From an optimization exercise on the open Yosys and OpenROAD flow, aimed at small area and a short achievable clock period; shortcuts taken in it are not production practice.
RTL that was checked went through simulation tests only; none was proved equivalent to the original.
Power figures rest on the tool's default switching activity, not on a simulated workload.

Setup of v1:
Design alu, start of the top module:
module alu #(parameter DATA_WIDTH = 8, CMD_WIDTH = 4)(
        input clk, rst, MODE, CE,
        input [1:0]INP_VALID,
        input [CMD_WIDTH-1:0]CMD,
        input [DATA_WIDTH-1:0]OPA,OPB,
        input CIN,
        output reg [2*DATA_WIDTH:0]res,
        output reg cout, oflow, g, l, e, err
);
For scale: about 810 cells after synthesis, ~120 flip-flops, about 7500 µm² of cells after synthesis.
clock: 5.0 ns
lec_check: 0
cap_margin: 20
core_margin: 2
core_utilization: 50
cts_buf_list: sky130_fd_sc_hd__clkbuf_4 sky130_fd_sc_hd__clkbuf_8
cts_cluster_diameter: 150
cts_cluster_size: 60
setup_slack_margin: 3.0
slew_margin: 20
standard.sh (not shown) runs the stock make flow with config.mk's settings and CLKGATE_MAP_FILE= SYNTH_SCRIPT=/design/flow/synth_recipe.tcl, a recipe that flattens the netlist after the stock synthesis.
==> flow/flow/run.sh <==
#!/bin/bash
# The standard layout, with plain buffers (buf_2) as the port buffers
# instead of the delay buffers buffer_ports picks by default.
set -euo pipefail
export BUFFER_PORTS_ARGS="-buffer_cell sky130_fd_sc_hd__buf_2"
bash standard.sh > standard.log 2>&1
What v16 does differently from v1 at the input level:
--- a/flow/config.mk
+++ b/flow/config.mk
@@ -14 +14 @@
-export SETUP_SLACK_MARGIN = 3.0
+export SETUP_SLACK_MARGIN = 2.8
==> comparison <==
In the tables for v1 and v16, final worst setup slack reads higher with v1.
v16 vs v1: ratio of routed vias to standard cells down slightly
For the final hold slack, v16 came in 15 ps higher than v1 did.
Looking at global-route met3 utilization, v16 sits 1.6 points above v1.
Taking v1 as the reference, in v16 peak clock frequency supported by timing moved down, area after synthesis level, switching fraction of total power moved down.
Relative to v16, the following input files were edited for v59:
==> flow/flow/run.sh <==
#!/bin/bash
# The standard layout with two changes: plain buffers (buf_2) as the port
# buffers instead of the delay buffers buffer_ports picks by default, and a
# clock tree without the dummy loads CTS adds for balancing.
set -euo pipefail
export BUFFER_PORTS_ARGS="-buffer_cell sky130_fd_sc_hd__buf_2"
export CTS_ARGS="-sink_clustering_enable -repair_clock_nets -dont_use_dummy_load -sink_clustering_size 60 -sink_clustering_max_diameter 150 -buf_list sky130_fd_sc_hd__clkbuf_8"
bash standard.sh > standard.log 2>&1
--- a/flow/config.mk
+++ b/flow/config.mk
@@ -7,0 +8 @@
+export ABC_AREA = 1
@@ -11,4 +12 @@
-export CTS_BUF_LIST = sky130_fd_sc_hd__clkbuf_4 sky130_fd_sc_hd__clkbuf_8
-export CTS_CLUSTER_DIAMETER = 150
-export CTS_CLUSTER_SIZE = 60
-export SETUP_SLACK_MARGIN = 2.8
+export SETUP_SLACK_MARGIN = 3.0
Findings:
- v16 vs v59, last element of the critical path: res[6]$_DFF_PP0_ vs oflow$_DFF_PP0_
- The post-route core utilization in v59 sits 1.7 points below the value recorded for v16.
- [diff] worst setup slack, v59 relative to v16: improvement
- Comparing v59 against v16, there is no change at all in final setup violation count.
- Comparing largest stage delay on the critical path for v59 and v16, the bigger number came from v59.
- In the reports for v59 and v16, the smaller inserted tap cell count belongs to v16.
- Register bit total from synthesis came out exactly the same in v59 and v16.
- v59 vs v16, net load switching power went down by about 14%.
- Diff v59..v16 | smallest hold slack | negligible
- As far as total overflow reported by the global router goes, v16 and v59 are indistinguishable; the numbers are identical.
- Cmp v59 and v16 / proportion of synthesized area in mux cells / higher: v16

* * *

== main ==
Another version of the RTL of alu (not shown whole).
Size: about 800 cells after synthesis, roughly 82 flip-flops, ~50 I/O pins, ~0.0070 mm^2 of cells after synthesis.
clock: 5.0 ns
lec_check: 0
abc_clock_period_in_ps: 2500
cap_margin: 20
core_margin: 2
core_utilization: 60
setup_slack_margin: 2.5
slew_margin: 20
run.sh (not shown) runs the stock make flow with config.mk's settings and CLKGATE_MAP_FILE= SYNTH_SCRIPT=/design/flow/synth_recipe.tcl, a recipe that flattens the netlist after the stock synthesis.
Stock flow here: none of the scripts above is used.
### main -> the feature branch
Settings: CORE_UTILIZATION changed from 60 to 40; SETUP_SLACK_MARGIN removed (was 2.5); ABC_CLOCK_PERIOD_IN_PS removed (was 2500).
### Flow results
In the reports for main and the feature branch, the larger net count reported at finish belongs to main.
The feature branch ends up with a period utilization that is 4.2 points higher than in main.
main -> the feature branch: async set-or-reset flop fraction in the synthesized netlist delta 0, exact match
A origin of the worst setup path of b_r[6]$_DFF_P_ is what the feature branch shows, while a_r[1]$_DFF_P_ belongs to main.
Function was not checked in any run of this note: the RTL went through the layout flow alone.

* * *

Setup of run A:
Another version of the RTL of alu (not shown whole).
For scale: ~1000 cells after synthesis, about 50 I/O pins.
clock: 5.0 ns
lec_check: 0
abc_area: 1
cap_margin: 20
core_margin: 2
core_utilization: 50
setup_slack_margin: 2.95
slew_margin: 20
standard.sh (not shown) runs the stock make flow with config.mk's settings and CLKGATE_MAP_FILE= SYNTH_SCRIPT=/design/flow/synth_recipe.tcl, a recipe that flattens the netlist after the stock synthesis.
==> flow/flow/run.sh <==
#!/bin/bash
# The standard layout with two changes: plain buffers (buf_2) as the port
# buffers instead of the delay buffers buffer_ports picks by default, and a
# smaller clock tree: a clkbuf_16 root, clkbuf_4 leaves and none of the
# dummy loads CTS adds for balancing.
set -euo pipefail
export BUFFER_PORTS_ARGS="-buffer_cell sky130_fd_sc_hd__buf_2"
export CTS_ARGS="-sink_clustering_enable -repair_clock_nets -dont_use_dummy_load -sink_clustering_size 60 -sink_clustering_max_diameter 150 -root_buf sky130_fd_sc_hd__clkbuf_16 -buf_list sky130_fd_sc_hd__clkbuf_4"
bash standard.sh > standard.log 2>&1
Per the final summary, run A finished and its layout is clean on timing, DRC and antenna.
#### Input delta (run B over run A)
Settings: SETUP_SLACK_MARGIN: 2.95 -> 3.05; CORE_UTILIZATION: 50 -> 45.
==> notes.md <==
- Changes observed in run B relative to run A: area of the die rose by 1700 µm², routed wire length +about 0.36%, number of ordinary and repair buffers in the finished layout went up by about 20%.
- Looking at register-to-register slack, run B sits 0.08 ns higher than run A does.
- Between run A and run B, the net count of the finished layout is higher for run B.
- Changes observed in run B relative to run A: clock buffer count in the final layout flat; power density normalized to cell area down 2.5%; wire length the detailed router placed on met1 down about 3.5%.
Setup changes, run B to run C
Settings: CORE_UTILIZATION: 45 -> 50; PLACE_DENSITY: unset -> 0.7.
==> notes.md <==
- Run C closes out successfully: all stages finished, all timing, DRC and antenna checks passed.
- Run B finished all stages; the layout is clean.
- Multi-input gate share of total cell area: run B vs run C — no meaningful difference
- Run B → run C: fraction of final layout cells sized beyond drive strength 1 increased 0.34 points, reported leakage power comparable, transition at the pin with the smallest max-transition slack ~0 delta, critical-path maximum fanout increased 1.
- Compared with run B, in run C signed area change from the synthesized netlist to the final layout shows a reduction of 0.94 points; final area shows a reduction of 68 µm².
Inputs modified between run C and run D:
Settings: clearing PLACE_DENSITY, which used to be 0.7; swapping 3.05 for 3.1 in SETUP_SLACK_MARGIN.
==> comparison <==
Run D: vias per cell lower than run C
Run D and run C ended up with nearly the same ratio of final minimum period to clock period.
Diff run C -> run D: clock skew decreased 0.011 ns; biggest fanout along the worst timing path went down by 1.

* * *

Setup of the reference run:
Starting RTL as in the previous note.
export LEC_CHECK = 0
export ABC_AREA = 1
export CAP_MARGIN = 20
export CORE_MARGIN = 2
export CORE_UTILIZATION = 50
export SETUP_SLACK_MARGIN = 3.0
export SLEW_MARGIN = 20
create_clock -name core_clock -period 5.0 [get_ports {clk}]
Scripts as last shown in full above: flow/flow/run.sh
Edits applied to the flow inputs when going from the reference run to the trial run:
- swapping 3.0 for 3.05 in SETUP_SLACK_MARGIN
==> comparison <==
Diff the reference run..the trial run | critical path depth | unchanged. Against the reference run, number of ordinary inverters in the final layout in the trial run fell slightly. Overall power of the completed layout went up slightly going from the reference run to the trial run. As far as number of synthesized register bits goes, the trial run and the reference run are indistinguishable; the numbers are identical. Power dissipated in combinational cells was lower in the reference run than in the trial run.

* * *

## oak
alu, a different RTL version from the one above (not shown whole).
For scale: about 1100 cells after synthesis, roughly 0.0077 mm² of cells after synthesis.
Settings: LEC_CHECK=0, ABC_AREA=1, CAP_MARGIN=20, CORE_MARGIN=2, CORE_UTILIZATION=65, SETUP_SLACK_MARGIN=3.05, SLEW_MARGIN=20; clock period 5.0 ns.
==> flow/flow/run.sh <==
#!/bin/bash
# The standard layout with two changes: plain buffers (buf_2) as the port
# buffers instead of the delay buffers buffer_ports picks by default, and a
# clock tree without the dummy loads CTS adds for balancing.
set -euo pipefail
export BUFFER_PORTS_ARGS="-buffer_cell sky130_fd_sc_hd__buf_2"
export CTS_ARGS="-sink_clustering_enable -repair_clock_nets -dont_use_dummy_load -sink_clustering_size 60 -sink_clustering_max_diameter 150 -buf_list sky130_fd_sc_hd__clkbuf_8"
bash standard.sh > standard.log 2>&1
> inputs changed (oak -> pine)
# oak
export LEC_CHECK = 0
export ABC_AREA = 1
export CAP_MARGIN = 20
export CORE_MARGIN = 2
export CORE_UTILIZATION = 65
export SETUP_SLACK_MARGIN = 3.05
export SLEW_MARGIN = 20
create_clock -name core_clock -period 5.0 [get_ports {clk}]
# pine
export LEC_CHECK = 0
export ABC_AREA = 1
export CAP_MARGIN = 20
export CORE_MARGIN = 2
export CORE_UTILIZATION = 50
export SETUP_SLACK_MARGIN = 3.05
export SLEW_MARGIN = 20
create_clock -name core_clock -period 5.0 [get_ports {clk}]
==> flow/flow/run.sh <==
#!/bin/bash
# The standard layout with two changes: plain buffers (buf_2) as the port
# buffers instead of the delay buffers buffer_ports picks by default, and a
# smaller clock tree: a clkbuf_16 root, clkbuf_4 leaves and none of the
# dummy loads CTS adds for balancing.
set -euo pipefail
export BUFFER_PORTS_ARGS="-buffer_cell sky130_fd_sc_hd__buf_2"
export CTS_ARGS="-sink_clustering_enable -repair_clock_nets -dont_use_dummy_load -sink_clustering_size 60 -sink_clustering_max_diameter 150 -root_buf sky130_fd_sc_hd__clkbuf_16 -buf_list sky130_fd_sc_hd__clkbuf_4"
bash standard.sh > standard.log 2>&1
Results
Measured against each other, oak and pine differ in area overhead of the layout relative to synthesis, the lower figure coming from oak. From oak to pine the numbers moved as follows: highest net fanout along the worst path has decreased, non-clock buffer count rose about 12%, via count fell by 2.9%, post-layout total power went down by 0.092 mW, overall routed net length grew by 850 µm. Max count of inserted tapcells across oak and pine: pine. Lower fraction of layout cells with a size suffix above 1 was reported by oak, not pine. The flow did not stop early for pine: all stages ran, and the layout cleared the timing, design-rule and antenna checks. Delta (pine minus oak): instance count on the critical path fell by 5, smallest setup slack after layout went up 110 ps, internal cell power fell by 5.3%.
Input changes introduced in birch (baseline for comparison: pine):
# pine
export LEC_CHECK = 0
export ABC_AREA = 1
export CAP_MARGIN = 20
export CORE_MARGIN = 2
export CORE_UTILIZATION = 50
export SETUP_SLACK_MARGIN = 3.05
export SLEW_MARGIN = 20
create_clock -name core_clock -period 5.0 [get_ports {clk}]
# birch
export LEC_CHECK = 0
export ABC_AREA = 1
export CAP_MARGIN = 20
export CORE_MARGIN = 2
export CORE_UTILIZATION = 50
export SETUP_SLACK_MARGIN = 3.1
export SLEW_MARGIN = 20
create_clock -name core_clock -period 5.0 [get_ports {clk}]
==> comparison <==
- pine went all the way through the flow, and no timing, DRC or antenna check failed.
- birch: all stages complete, timing, DRC and antenna checks passed
- As far as effective utilization at floorplan is concerned, pine and birch perform about the same.
- A kind of critical path of reg -> reg is what pine shows, while in -> reg belongs to birch.
- For birch, the first element of the critical path was CMD[0], unlike pine, where it was d1[2]$_DFF_P_.
- [compare] base=pine new=birch: HPWL after detailed placement grew by 390 µm, number of ordinary and repair buffers in the finished layout grew by about 13%.

* * *

north:
alu, a different RTL version from the one above (not shown whole).
Size in the first run: ~880 cells after synthesis, roughly 110 flip-flops, ~50 I/O pins.
export LEC_CHECK = 0
export CAP_MARGIN = 20
export CORE_MARGIN = 2
export CORE_UTILIZATION = 50
export CTS_BUF_LIST = sky130_fd_sc_hd__clkbuf_4 sky130_fd_sc_hd__clkbuf_8
export CTS_CLUSTER_DIAMETER = 150
export CTS_CLUSTER_SIZE = 60
export SETUP_SLACK_MARGIN = 2.8
export SLEW_MARGIN = 20
create_clock -name core_clock -period 5.0 [get_ports {clk}]
==> flow/flow/run.sh <==
#!/bin/bash
# The standard layout, with plain buffers (buf_2) as the port buffers
# instead of the delay buffers buffer_ports picks by default.
set -euo pipefail
export BUFFER_PORTS_ARGS="-buffer_cell sky130_fd_sc_hd__buf_2"
bash standard.sh > standard.log 2>&1
north: all stages complete, timing, DRC and antenna checks passed
## Diff of input files: south against north
==> flow/run.sh (new file) <==
#!/bin/bash
# synth_recipe.tcl (not shown) runs the flow's synth.tcl, then flattens the netlist and writes it again
# the make line also repeats each setting of config.mk as NAME=value (left out here)
make -C /OpenROAD-flow-scripts/flow DESIGN_CONFIG=/design/flow/config.mk WORK_HOME=/design/flow/orfs CLKGATE_MAP_FILE= SYNTH_SCRIPT=/design/flow/synth_recipe.tcl finish
removed: flow/flow/run.sh
removed: flow/standard.sh
Results
Sort north and south by switching part of the total power, descending, and south comes first. Comparing north and south, the lower routability-driven placement congestion ratio is on south. Per the comparison of south with north, area added between synthesis and finish went up by 4.7 points, headroom to the max-slew limit moved up, relative contribution of combinational cells to total power has increased. Changes observed in south relative to north: layout cell share with drive strength beyond 1 decreased by 3.3 points relative to the old numbers, clock-pin slew of the registers on the worst-case setup and hold paths closely matched the old numbers. Global-route wire length before repair of south is on par with north. Total power: south below north. In the tables for north and south, post-detailed-placement cell area reads higher with south. Relative to north, share of the clock period used by the worst path after layout increased by 0.97 points in south.

* * *

old:
The RTL this note starts from:
==> flow/design.v <==
module alu #(parameter DATA_WIDTH = 8, CMD_WIDTH = 4)(
        input clk, rst, MODE, CE,
        input [1:0]INP_VALID,
        input [CMD_WIDTH-1:0]CMD,
        input [DATA_WIDTH-1:0]OPA,OPB,
        input CIN,
        output reg [2*DATA_WIDTH:0]res,
        output reg cout, oflow, g, l, e, err
);
        wire iv11 = INP_VALID == 2'b11, iv10 = INP_VALID == 2'b10, iv01 = INP_VALID == 2'b01;
        wire i_sub  = MODE & iv11 & (CMD == 4'd1 || CMD == 4'd3 || CMD == 4'd8 || CMD == 4'd12);
        wire i_adds = MODE & iv11 & (CMD == 4'd11 || CMD == 4'd12);
        wire i_inca = MODE & iv10 & (CMD == 4'd4);
        wire i_deca = MODE & iv10 & (CMD == 4'd5);
        wire i_incb = MODE & iv01 & (CMD == 4'd6);
        wire i_decb = MODE & iv01 & (CMD == 4'd7);
        wire i_ror  = ~MODE & (CMD == 4'd13);
        wire m1 = MODE & (CMD == 4'd9);
        wire m2 = MODE & (CMD == 4'd10);
        wire [7:0] a_in = m1 ? OPA + 8'd1 : m2 ? {1'b0, OPA[7:1]} :
                          ({8{~(i_incb | i_decb)}} & OPA) | {8{i_decb}};
        wire [7:0] b_in = m1 ? OPB + 8'd1 :
                          i_ror ? {OPB[7:3], 3'd0 - OPB[2:0]} :
                          ({8{~(i_inca | i_deca)}} & OPB) | {8{i_deca}};
        reg ce_r;
        reg mode_r, cin_r;
        reg [1:0] iv_r;
        reg [3:0] cmd_r;
        reg [7:0] a_r, b_r;
        reg xe_r, ye_r, inv_r, ci_r;
        reg st1, st2;
        always @(posedge clk or posedge rst)
                if (rst) ce_r <= 1'b0;
                else ce_r <= CE;
        always @(posedge clk) begin
                mode_r <= MODE;
                cin_r  <= CIN;
                iv_r   <= INP_VALID;
                cmd_r  <= CMD;
                a_r    <= a_in;
                b_r    <= b_in;
                xe_r   <= i_adds & OPA[7] | i_decb;
                ye_r   <= i_adds & OPB[7] | i_deca;
                inv_r  <= i_sub;
                ci_r   <= (i_sub & ~(CMD == 4'd3)) | i_inca | i_incb | (MODE & (CMD == 4'd2) & CIN) | (MODE & (CMD == 4'd3) & ~CIN);
        end
        wire [15:0] c = 16'd1 << cmd_r;
        wire v11 = iv_r == 2'b11, v10 = iv_r == 2'b10, v01 = iv_r == 2'b01;
        wire am = ce_r & mode_r, lm = ce_r & ~mode_r;
        wire a11 = am & v11, l11 = lm & v11;
        wire op_add  = a11 & c[0];
        wire op_sub  = a11 & c[1];
        wire op_addc = a11 & c[2];
        wire op_subc = a11 & c[3];
        wire op_cmp  = a11 & c[8];
        wire op_mul  = a11 & (c[9] | c[10]);
        wire op_adds = a11 & c[11];
        wire op_subs = a11 & c[12];
        wire op_inca = am & v10 & c[4];
        wire op_deca = am & v10 & c[5];
        wire op_incb = am & v01 & c[6];
        wire op_decb = am & v01 & c[7];
        wire op_rot  = l11 & (c[12] | c[13]);
        wire sel_add  = op_add | op_sub | op_addc | op_subc | op_adds | op_subs |
                        op_inca | op_deca | op_incb | op_decb;
        wire sel_sext = op_sub | op_subc | op_deca | op_decb | op_adds | op_subs;
        wire sel_cout = op_add | op_addc | op_adds | op_subs;
        wire sel_ovc  = op_sub | (op_subc & ~cin_r) | op_inca | op_deca | op_incb | op_decb;
        wire sel_ovl  = op_subc & cin_r;
        wire sel_ovs  = op_adds | op_subs;
        wire sel_cmpu = op_cmp | op_subs;
        wire sel_mul  = op_mul & st2;
        wire ERR = (am & (v11 ? (c[4] | c[5] | c[6] | c[7] | c[13] | c[14] | c[15]) :
                          v10 ? ~(c[4] | c[5]) : v01 ? ~(c[6] | c[7]) : 1'b1)) |
                   (lm & (v11 ? (c[6] | c[7] | c[14] | c[15]) :
                          v10 ? ~c[6] : v01 ? ~c[7] : 1'b1)) |
                   (op_rot & (|b_r[7:4]));
        always @(posedge clk or posedge rst)
                if (rst) begin
                        st1 <= 1'b0;
                        st2 <= 1'b0;
                end else begin
                        st1 <= a11;
                        st2 <= st1;
                end
        reg [9:0] u0, u1, u2, u3;
        reg [11:0] w0, w1;
        always @(posedge clk) begin
                u0 <= a_r * b_r[1:0];
                u1 <= a_r * b_r[3:2];
                u2 <= a_r * b_r[5:4];
                u3 <= a_r * b_r[7:6];
                w0 <= u0 + {u1, 2'b0};
                w1 <= u2 + {u3, 2'b0};
        end
        wire [15:0] prod = {4'd0, w0} + {w1, 4'd0};
        wire [8:0] y9 = {ye_r, b_r} ^ {9{inv_r}};
        wire [8:0] s9 = {xe_r, a_r} + y9 + ci_r;
        wire eq = a_r == b_r;
        wire lt_s = {~a_r[7], a_r[6:0]} < {~b_r[7], b_r[6:0]};
        wire [15:0] rx = {8'd0, a_r} << b_r[2:0];
        wire [7:0] lres =
                ({8{l11 & c[0]}} & (a_r & b_r)) |
                ({8{l11 & c[1]}} & ~(a_r & b_r)) |
                ({8{l11 & c[2]}} & (a_r | b_r)) |
                ({8{l11 & c[3]}} & ~(a_r | b_r)) |
                ({8{l11 & c[4]}} & (a_r ^ b_r)) |
                ({8{l11 & c[5]}} & ~(a_r ^ b_r)) |
                ({8{lm & v10 & c[6]}} & ~a_r) |
                ({8{lm & v01 & c[7]}} & ~b_r) |
                ({8{l11 & c[8]}} & {1'b0, a_r[7:1]}) |
                ({8{l11 & c[9]}} & {a_r[6:0], 1'b0}) |
                ({8{l11 & c[10]}} & {1'b0, b_r[7:1]}) |
                ({8{l11 & c[11]}} & {b_r[6:0], 1'b0}) |
                ({8{op_rot}} & (rx[7:0] | rx[15:8]));
        wire [16:0] RES = {{8{sel_sext & s9[8]}}, {9{sel_add}} & s9} |
                          {1'b0, {8{op_rot}} & rx[15:8], lres} |
                          {1'b0, {16{sel_mul}} & prod};
        wire COUT  = sel_cout & s9[8];
        wire OFLOW = (sel_ovc & s9[8]) | (sel_ovl & s9[8] & ~eq) | (sel_ovs & (s9[8] ^ s9[7]));
        wire E = (sel_cmpu | op_adds) & eq;
        wire L = (sel_cmpu & s9[8]) | (op_adds & lt_s);
        wire G = (sel_cmpu & ~eq & ~s9[8]) | (op_adds & ~eq & ~lt_s);
        always @(posedge clk or posedge rst)
                if (rst) begin
                        res <= 0;
                        cout <= 0;
                        oflow <= 0;
                        g <= 0;
                        l <= 0;
                        e <= 0;
                        err <= 0;
                end else begin
                        res <= RES;
                        cout <= COUT;
                        oflow <= OFLOW;
                        g <= G;
                        l <= L;
                        e <= E;
                        err <= ERR;
                end
endmodule
export LEC_CHECK = 0
export CAP_MARGIN = 20
export CORE_MARGIN = 2
export CORE_UTILIZATION = 60
export SETUP_SLACK_MARGIN = 2.5
export SLEW_MARGIN = 20
create_clock -name core_clock -period 5.0 [get_ports {clk}]
run.sh (not shown) runs the stock make flow with config.mk's settings and CLKGATE_MAP_FILE= SYNTH_SCRIPT=/design/flow/synth_recipe.tcl, a recipe that flattens the netlist after the stock synthesis.
Stock flow here: none of the scripts above is used.
old finished every stage and its layout cleared the timing, design-rule and antenna checks.
[inputs] new vs old
- CTS_BUF_LIST: unset -> sky130_fd_sc_hd__clkbuf_4 sky130_fd_sc_hd__clkbuf_8
- CORE_UTILIZATION: 60 -> 50
- CTS_CLUSTER_SIZE: unset -> 40
- CTS_CLUSTER_DIAMETER: unset -> 80
--- outcome ---
Compared with old, in new sequential share of cell area went up by 0.34 points; number of detailed-routing iterations run before antenna repair went down by 1.
Maximum frequency, new vs old: up by a few percent
Non-clock buffer count in the final layout, new vs old: down by a few percent
No functional check of the RTL was part of any run of this note.

[port drivers added, routing unchanged]
In the flow no input, the clock included, has a driving cell. The finished layouts below were timed again as built, in two steps. Step 1 assumes that a clkbuf_16 drives the clock port and a buf_2 every other input. Step 2 times the ports against the registers' clock, not the clock port: input delays grow and output delays shrink by t, the midpoint of the rising clock arrivals with the driver on. a / b / c = ideal ports / drivers / drivers and shift; a / b = the first two.
| run | t (ns) | setup WS [ns] | worst data-port slew with drivers (ns) | cell pins on the clock port's net |
|---|---|---|---|---|
| v1 | 0.483 | 2.886 / 2.886 / 2.624 | 0.03 | 1 |
| v16 | 0.497 | 2.854 / 2.854 / 2.468 | 0.03 | 1 |
| v59 | 0.472 | 3.052 / 3.038 / 2.641 | 0.03 | 1 |
| main | 0.402 | 0.495 / 0.495 / 0.495 | 0.04 | 1 |
| the feature branch | 0.397 | 0.286 / 0.286 / 0.286 | 0.03 | 1 |
| run A | 0.388 | 3.003 / 3.003 / 2.659 | 0.03 | 1 |
| run B | 0.389 | 3.088 / 3.086 / 2.697 | 0.04 | 1 |
| run C | 0.397 | 3.089 / 3.085 / 2.737 | 0.04 | 1 |
| run D | 0.393 | 3.096 / 3.067 / 2.688 | 0.06 | 1 |
| the reference run | 0.385 | 3.050 / 3.050 / 2.705 | 0.04 | 1 |
| the trial run | 0.389 | 3.090 / 3.071 / 2.757 | 0.05 | 1 |
| oak | 0.475 | 2.986 / 2.986 / 2.623 | 0.03 | 1 |
| pine | 0.389 | 3.099 / 3.099 / 2.757 | 0.03 | 1 |
| birch | 0.396 | 3.098 / 3.102 / 2.723 | 0.03 | 1 |
| north | 0.481 | 2.580 / 2.580 / 2.460 | 0.03 | 1 |
| south | 0.479 | 2.531 / 2.531 / 2.428 | 0.04 | 1 |
| old | 0.465 | 2.396 / 2.396 / 2.141 | 0.04 | 1 |
| new | 0.481 | 2.493 / 2.493 / 2.192 | 0.04 | 1 |
After both steps setup and hold are still met in every run listed. The setup slack of v59, which loses most, moves by -0.014 ns with the drivers and by -0.411 ns with both steps.
